Background: an optimization exercise with open tools, aiming at a short achievable clock period and few clock cycles. Do not read the settings as production practice. In this exercise RTL edits were held to simulation tests only and were not proved equivalent to the original.

==> 12-23 <==
==> flow/design.v <==
module i281_form (
    input  wire [15:0] c0,   
    input  wire [15:0] c1,   
    input  wire [ 5:0] a1,   
    output wire [62:0] b
);
  wire [5:0] a2 = a1 + 6'd1;
  wire [5:0] a3 = a1 + 6'd2;
  wire [3:0] op0 = c0[15:12];
  wire [3:0] op1 = c1[15:12];
  wire ctl0 = &c0[15:13];
  wire ctl1 = &c1[15:13];
  wire cw0 = (op0 == 4'h1) & ~c0[9];
  wire cw1 = (op1 == 4'h1) & ~c1[9];
  wire wreg0 = ((op0 >= 4'h2) & (op0 <= 4'h9)) | (op0 == 4'hC);
  wire base1_used = (op1 == 4'h9) | (op1 == 4'hB) | ((op1 == 4'h1) & (c1[9:8] == 2'b11));
  wire [1:0] base1 = (op1 == 4'h1) ? c1[11:10] : c1[9:8];
  wire dwr0 = (op0 == 4'hA) | (op0 == 4'hB) | ((op0 == 4'h1) & c0[9]);
  wire drd1 = (op1 == 4'h8) | (op1 == 4'h9);
  wire pair = ~cw1 & ~(wreg0 & base1_used & (c0[11:10] == base1)) & ~(dwr0 & drd1);
  reg v0, v1, hb, bj, bhalt;
  reg [1:0] by;
  reg [5:0] ft, ft1, tg, tg1;
  always @(*) begin
    v0 = 1'b1;
    v1 = 1'b0;
    hb = 1'b0;
    bj = 1'b0;
    by = 2'b00;
    bhalt = 1'b0;
    ft = a1;
    ft1 = a2;
    tg = a2 + c1[5:0];
    tg1 = a3 + c1[5:0];
    if (ctl0) begin
      v0 = 1'b0;
      hb = 1'b1;
      bj = ~c0[12];
      by = c0[9:8];
      bhalt = &c0[5:0];
      tg = a1 + c0[5:0];
      tg1 = a2 + c0[5:0];
    end else if (cw0) begin
    end else if (ctl1) begin
      hb = 1'b1;
      bj = ~c1[12];
      by = c1[9:8];
      bhalt = &c1[5:0];
      ft = a2;
      ft1 = a3;
    end else if (pair) begin
      v1 = 1'b1;
      ft = a2;
      ft1 = a3;
    end
  end
  assign b = {v0, v1, hb, bj, by, bhalt, c0, c1, ft, ft1, tg, tg1};
endmodule
module i281_slot (
    input  wire        v,
    input  wire [15:0] w,
    input  wire [ 7:0] rx,      
    input  wire [ 7:0] ry,      
    input  wire [ 7:0] base,    
    input  wire [ 7:0] mrd,     
    input  wire [ 7:0] sw,
    output wire [ 3:0] daddr,
    output wire        dwe,
    output wire [ 7:0] ddata,
    output wire        cwe,
    output wire [ 5:0] caddr,
    output wire        wen,
    output wire [ 7:0] wdata,
    output wire        sets,
    output wire [ 3:0] flags
);
  wire [3:0] op = w[15:12];
  wire [7:0] imm = w[7:0];
  wire is_sub = (op == 4'h6) | (op == 4'h7) | (op == 4'hD);
  wire [7:0] A = (op == 4'h2) ? ry : rx;
  wire [7:0] B = ((op == 4'h4) | (op == 4'h6) | (op == 4'hD)) ? ry : imm;
  wire [7:0] Bx = B ^ {8{is_sub}};
  wire [7:0] lo = {1'b0, A[6:0]} + {1'b0, Bx[6:0]} + {7'd0, is_sub};
  wire [8:0] sum = {1'b0, A} + {1'b0, Bx} + {8'd0, is_sub};
  wire is_sh = (op == 4'hC);
  wire [7:0] shr = w[8] ? {1'b0, rx[7:1]} : {rx[6:0], 1'b0};
  wire shc = w[8] ? rx[0] : rx[7];
  wire [7:0] res = is_sh ? shr : sum[7:0];
  assign flags = {is_sh ? shc : sum[8], is_sh ? 1'b0 : (lo[7] ^ sum[8]), res[7], ~|res};
  assign sets = v & ((op == 4'h4) | (op == 4'h5) | (op == 4'h6) | (op == 4'h7) | is_sh | (op == 4'hD));
  assign wen = v & (((op >= 4'h2) & (op <= 4'h9)) | is_sh);
  assign wdata = ((op == 4'h8) | (op == 4'h9)) ? mrd : (op == 4'h3) ? imm : res;
  wire dimm = (op == 4'h8) | (op == 4'hA) | ((op == 4'h1) & ~w[8]);
  assign daddr = dimm ? imm[3:0] : (base[3:0] + imm[3:0]);
  assign dwe = v & ((op == 4'hA) | (op == 4'hB) | ((op == 4'h1) & w[9]));
  assign ddata = (op == 4'h1) ? sw[7:0] : rx;
  assign cwe = v & (op == 4'h1) & ~w[9];
  assign caddr = w[8] ? (base[5:0] + imm[5:0]) : imm[5:0];
endmodule
module CPU (
    input wire clk,
    input wire [15:0] switches,
    input wire reset,
    input wire ld_we,
    input wire ld_code,
    input wire [5:0] ld_addr,
    input wire [15:0] ld_data,
    input wire [4:0] rd_addr,
    output wire [7:0] rd_data,
    output wire halted
);
  reg [1023:0] cm;   
  reg [127:0] dm;   
  reg [7:0] R0, R1, R2, R3;
  reg [3:0] FL;   
  reg halt_r;
  reg [62:0] ir;   
  wire run = ~halt_r;
  wire v0 = ir[62], v1 = ir[61], hb = ir[60], bj = ir[59];
  wire [1:0] by = ir[58:57];
  wire bhalt = ir[56];
  wire [15:0] w0 = ir[55:40], w1 = ir[39:24];
  wire [5:0] ft = ir[23:18], ft1 = ir[17:12], tg = ir[11:6], tg1 = ir[5:0];
  function [7:0] rsel(input [1:0] s, input [7:0] a, input [7:0] b, input [7:0] c, input [7:0] d);
    rsel = s[1] ? (s[0] ? d : c) : (s[0] ? b : a);
  endfunction
  wire [7:0] rx0 = rsel(w0[11:10], R0, R1, R2, R3);
  wire [7:0] ry0 = rsel(w0[9:8], R0, R1, R2, R3);
  wire [3:0] daddr0, daddr1;
  wire dwe0, dwe1, cwe0, cwe1, wen0, wen1, sets0, sets1;
  wire [7:0] ddata0, ddata1, wdata0, wdata1;
  wire [5:0] caddr0, caddr1;
  wire [3:0] flags0, flags1;
  wire [7:0] mrd0 = dm[8*daddr0+:8];
  wire [7:0] mrd1 = dm[8*daddr1+:8];
  i281_slot s0 (
      .v(v0),
      .w(w0),
      .rx(rx0),
      .ry(ry0),
      .base((w0[15:12] == 4'h1) ? rx0 : ry0),
      .mrd(mrd0),
      .sw(switches),
      .daddr(daddr0),
      .dwe(dwe0),
      .ddata(ddata0),
      .cwe(cwe0),
      .caddr(caddr0),
      .wen(wen0),
      .wdata(wdata0),
      .sets(sets0),
      .flags(flags0)
  );
  wire [1:0] wr0 = w0[11:10];
  wire [7:0] F0 = (wen0 & (wr0 == 2'd0)) ? wdata0 : R0;
  wire [7:0] F1 = (wen0 & (wr0 == 2'd1)) ? wdata0 : R1;
  wire [7:0] F2 = (wen0 & (wr0 == 2'd2)) ? wdata0 : R2;
  wire [7:0] F3 = (wen0 & (wr0 == 2'd3)) ? wdata0 : R3;
  wire [7:0] rx1 = rsel(w1[11:10], F0, F1, F2, F3);
  wire [7:0] ry1 = rsel(w1[9:8], F0, F1, F2, F3);
  wire [7:0] base1 = rsel((w1[15:12] == 4'h1) ? w1[11:10] : w1[9:8], R0, R1, R2, R3);
  i281_slot s1 (
      .v(v1),
      .w(w1),
      .rx(rx1),
      .ry(ry1),
      .base(base1),
      .mrd(mrd1),
      .sw(switches),
      .daddr(daddr1),
      .dwe(dwe1),
      .ddata(ddata1),
      .cwe(cwe1),
      .caddr(caddr1),
      .wen(wen1),
      .wdata(wdata1),
      .sets(sets1),
      .flags(flags1)
  );
  wire [3:0] flags_br = sets0 ? flags0 : FL;
  wire [3:0] flags_end = sets1 ? flags1 : flags_br;
  function cond(input j, input [1:0] y, input [3:0] f);
    cond = j | (y == 2'd0 ? f[0] : y == 2'd1 ? ~f[0] : y == 2'd2 ? (~f[0] & (f[1] == f[2])) : (f[1] == f[2]));
  endfunction
  wire taken = hb & cond(bj, by, flags_br);
  wire [62:0] bft, btg;
  i281_form fft (
      .c0(cm[16*ft+:16]),
      .c1(cm[16*ft1+:16]),
      .a1(ft1),
      .b (bft)
  );
  i281_form ftg (
      .c0(cm[16*tg+:16]),
      .c1(cm[16*tg1+:16]),
      .a1(tg1),
      .b (btg)
  );
  wire [62:0] bnext = taken ? btg : bft;
  wire nhalt = ~bnext[62] & bnext[60] & bnext[56] & cond(bnext[59], bnext[58:57], flags_end);
  wire [62:0] bempty = {3'b000, 4'b0000, 32'd0, ft, ft1, 12'd0};
  wire [62:0] b0;
  i281_form f0 (
      .c0(cm[15:0]),
      .c1(cm[31:16]),
      .a1(6'd1),
      .b (b0)
  );
  wire ld01 = ld_we & ld_code & (ld_addr[5:1] == 5'd0);
  always @(posedge clk) begin
    if (reset) ir <= ld01 ? {39'd0, 6'd0, 6'd1, 12'd0} : b0;
    else if (run) ir <= cwe0 ? bempty : bnext;
  end
  always @(posedge clk or posedge reset) begin
    if (reset) halt_r <= 1'b0;
    else if (run) halt_r <= (taken & bhalt) | (~cwe0 & nhalt);
  end
  always @(posedge clk or posedge reset) begin
    if (reset) begin
      R0 <= 8'd0;
      R1 <= 8'd0;
      R2 <= 8'd0;
      R3 <= 8'd0;
      FL <= 4'd0;
    end else if (run) begin
      if (wen1 & (w1[11:10] == 2'd0)) R0 <= wdata1;
      else if (wen0 & (wr0 == 2'd0)) R0 <= wdata0;
      if (wen1 & (w1[11:10] == 2'd1)) R1 <= wdata1;
      else if (wen0 & (wr0 == 2'd1)) R1 <= wdata0;
      if (wen1 & (w1[11:10] == 2'd2)) R2 <= wdata1;
      else if (wen0 & (wr0 == 2'd2)) R2 <= wdata0;
      if (wen1 & (w1[11:10] == 2'd3)) R3 <= wdata1;
      else if (wen0 & (wr0 == 2'd3)) R3 <= wdata0;
      FL <= flags_end;
    end
  end
  integer k;
  always @(posedge clk) begin
    for (k = 0; k < 16; k = k + 1) begin
      if (reset) begin
        if (ld_we & ~ld_code & (ld_addr[3:0] == k)) dm[8*k+:8] <= ld_data[7:0];
      end else if (run) begin
        if (dwe1 & (daddr1 == k)) dm[8*k+:8] <= ddata1;
        else if (dwe0 & (daddr0 == k)) dm[8*k+:8] <= ddata0;
      end
    end
  end
  always @(posedge clk) begin
    for (k = 0; k < 64; k = k + 1) begin
      if (reset) begin
        if (ld_we & ld_code & (ld_addr == k)) cm[16*k+:16] <= ld_data;
      end else if (run) begin
        if (cwe0 & (caddr0 == k)) cm[16*k+:16] <= switches;
      end
    end
  end
  assign halted = halt_r;
  wire [7:0] rsel_dbg = rsel(rd_addr[1:0], R0, R1, R2, R3);
  assign rd_data = (rd_addr[4] == 1'b0) ? dm[8*rd_addr[3:0]+:8] :
                   (rd_addr[3:2] == 2'b00) ? rsel_dbg :
                   (rd_addr[3:0] == 4'b0100) ? {4'b0000, FL} : 8'b00000000;
endmodule
==> flow/run.sh <==
#!/bin/bash
# synth_recipe.tcl (not shown) runs the flow's synth.tcl, then flattens the netlist and writes it again
# the make line also repeats each setting of config.mk as NAME=value (left out here)
make -C /OpenROAD-flow-scripts/flow DESIGN_CONFIG=/design/flow/config.mk WORK_HOME=/design/flow/orfs CLKGATE_MAP_FILE= SYNTH_SCRIPT=/design/flow/synth_recipe.tcl finish
==> flow/config.mk <==
export PLATFORM = sky130hd
export DESIGN_NAME = CPU
export DESIGN_NICKNAME = CPU
export VERILOG_FILES = /design/flow/design.v
export SDC_FILE = /design/flow/constraint.sdc
export NUM_CORES = 4
export LEC_CHECK = 0
export ABC_CLOCK_PERIOD_IN_PS = 5000
export CAP_MARGIN = 20
export CORE_MARGIN = 2
export CORE_UTILIZATION = 35
export PLACE_DENSITY = 0.55
export SETUP_SLACK_MARGIN = 3.8
export SLEW_MARGIN = 20
export TNS_END_PERCENT = 100
==> flow/constraint.sdc <==
create_clock -name core_clock -period 9.0 [get_ports {clk}]
set_input_delay 1.8000 -clock core_clock [delete_from_list [all_inputs] [get_ports {clk}]]
set_output_delay 1.8000 -clock core_clock [all_outputs]
set_load 0.01 [all_outputs]
==> 03-25 (differences from 12-23) <==
--- a/flow/design.v
+++ b/flow/design.v
@@ -201,17 +201,10 @@
   wire [62:0] bempty = {3'b000, 4'b0000, 32'd0, ft, ft1, 12'd0};
-  wire [62:0] b0;
-  i281_form f0 (
-      .c0(cm[15:0]),
-      .c1(cm[31:16]),
-      .a1(6'd1),
-      .b (b0)
-  );
-  wire ld01 = ld_we & ld_code & (ld_addr[5:1] == 5'd0);
-  always @(posedge clk) begin
-    if (reset) ir <= ld01 ? {39'd0, 6'd0, 6'd1, 12'd0} : b0;
-    else if (run) ir <= cwe0 ? bempty : bnext;
-  end
   always @(posedge clk or posedge reset) begin
-    if (reset) halt_r <= 1'b0;
-    else if (run) halt_r <= (taken & bhalt) | (~cwe0 & nhalt);
+    if (reset) begin
+      ir <= {39'd0, 6'd0, 6'd1, 12'd0};
+      halt_r <= 1'b0;
+    end else if (run) begin
+      ir <= cwe0 ? bempty : bnext;
+      halt_r <= (taken & bhalt) | (~cwe0 & nhalt);
+    end
   end
ABC_CLOCK_PERIOD_IN_PS = default   (was 5000)
CORE_UTILIZATION = 40   (was 35)
PLACE_DENSITY = 0.6   (was 0.55)
SETUP_SLACK_MARGIN = default   (was 3.8)
TNS_END_PERCENT = default   (was 100)
==> qor summary <==
Run status: 12-23 finished clean; 03-25 finished clean
Slowest stage cell on the critical path: 12-23 mux4_2; 03-25 fa_1
Number of iterations in the first detailed-routing pass: 12-23 8; 03-25 7
Core Footprint: 12-23 249,000 µm²; 03-25 217,000 µm²
Slew @ Worst Pin: 12-23 1.32 ns; 03-25 1.17 ns
Pre-CTS setup slack: 12-23 1.21 ns; 03-25 0.754 ns
Share of async-settable or async-resettable flops after synthesis: 12-23 2.96%; 03-25 7.99%
Syn nets: 12-23 6,329; 03-25 6,308
FP Rows: 12-23 183; 03-25 171
Multi-input gate share of the layout cell area: 12-23 48.9%; 03-25 49.6%
Met1 Usage GRT: 12-23 37.4%; 03-25 39.8%
Number of synthesized flops with an enable pin: 12-23 1,215; 03-25 1,152
Vias in the first global route: 12-23 64,628; 03-25 62,321
Clock-cell share: 12-23 4.48%; 03-25 5.01%
Yosys top cell area share: 12-23 41.5%; 03-25 39.8%
Largest net degree at the start of global routing: 12-23 101; 03-25 121
Testbench counts of 12-23, summed over its fixed seeds: cycles 19,368.
Testbench counts of 03-25, summed over its fixed seeds: cycles 19,464.

-- port drivers added, routing unchanged --
No port has a modelled driver above. Below, the same layouts with a new extraction and two added sets of constraints.
Step 1 assumes that a clkbuf_16 drives the clock port and a buf_2 every other input.
Step 2 moves the port delays by t, midway between the first and last clock arrival at a register: inputs arrive t later, outputs are due t later. That takes back most of the time a late clock gives input paths.
Three values: ideal, step 1, step 2; two values: the first two.
run	t, ns	setup slack, ns	worst setup path after step 2	latest minus earliest clock arrival (ns)	worst data-port slew with drivers (ns)
12-23	0.921	2.424 / 2.424 / 2.424	register to register	0.077 / 0.078	0.31
03-25	0.912	0.615 / 0.615 / 0.615	register to register	0.072 / 0.072	0.07
After both steps every run listed still meets setup and hold.
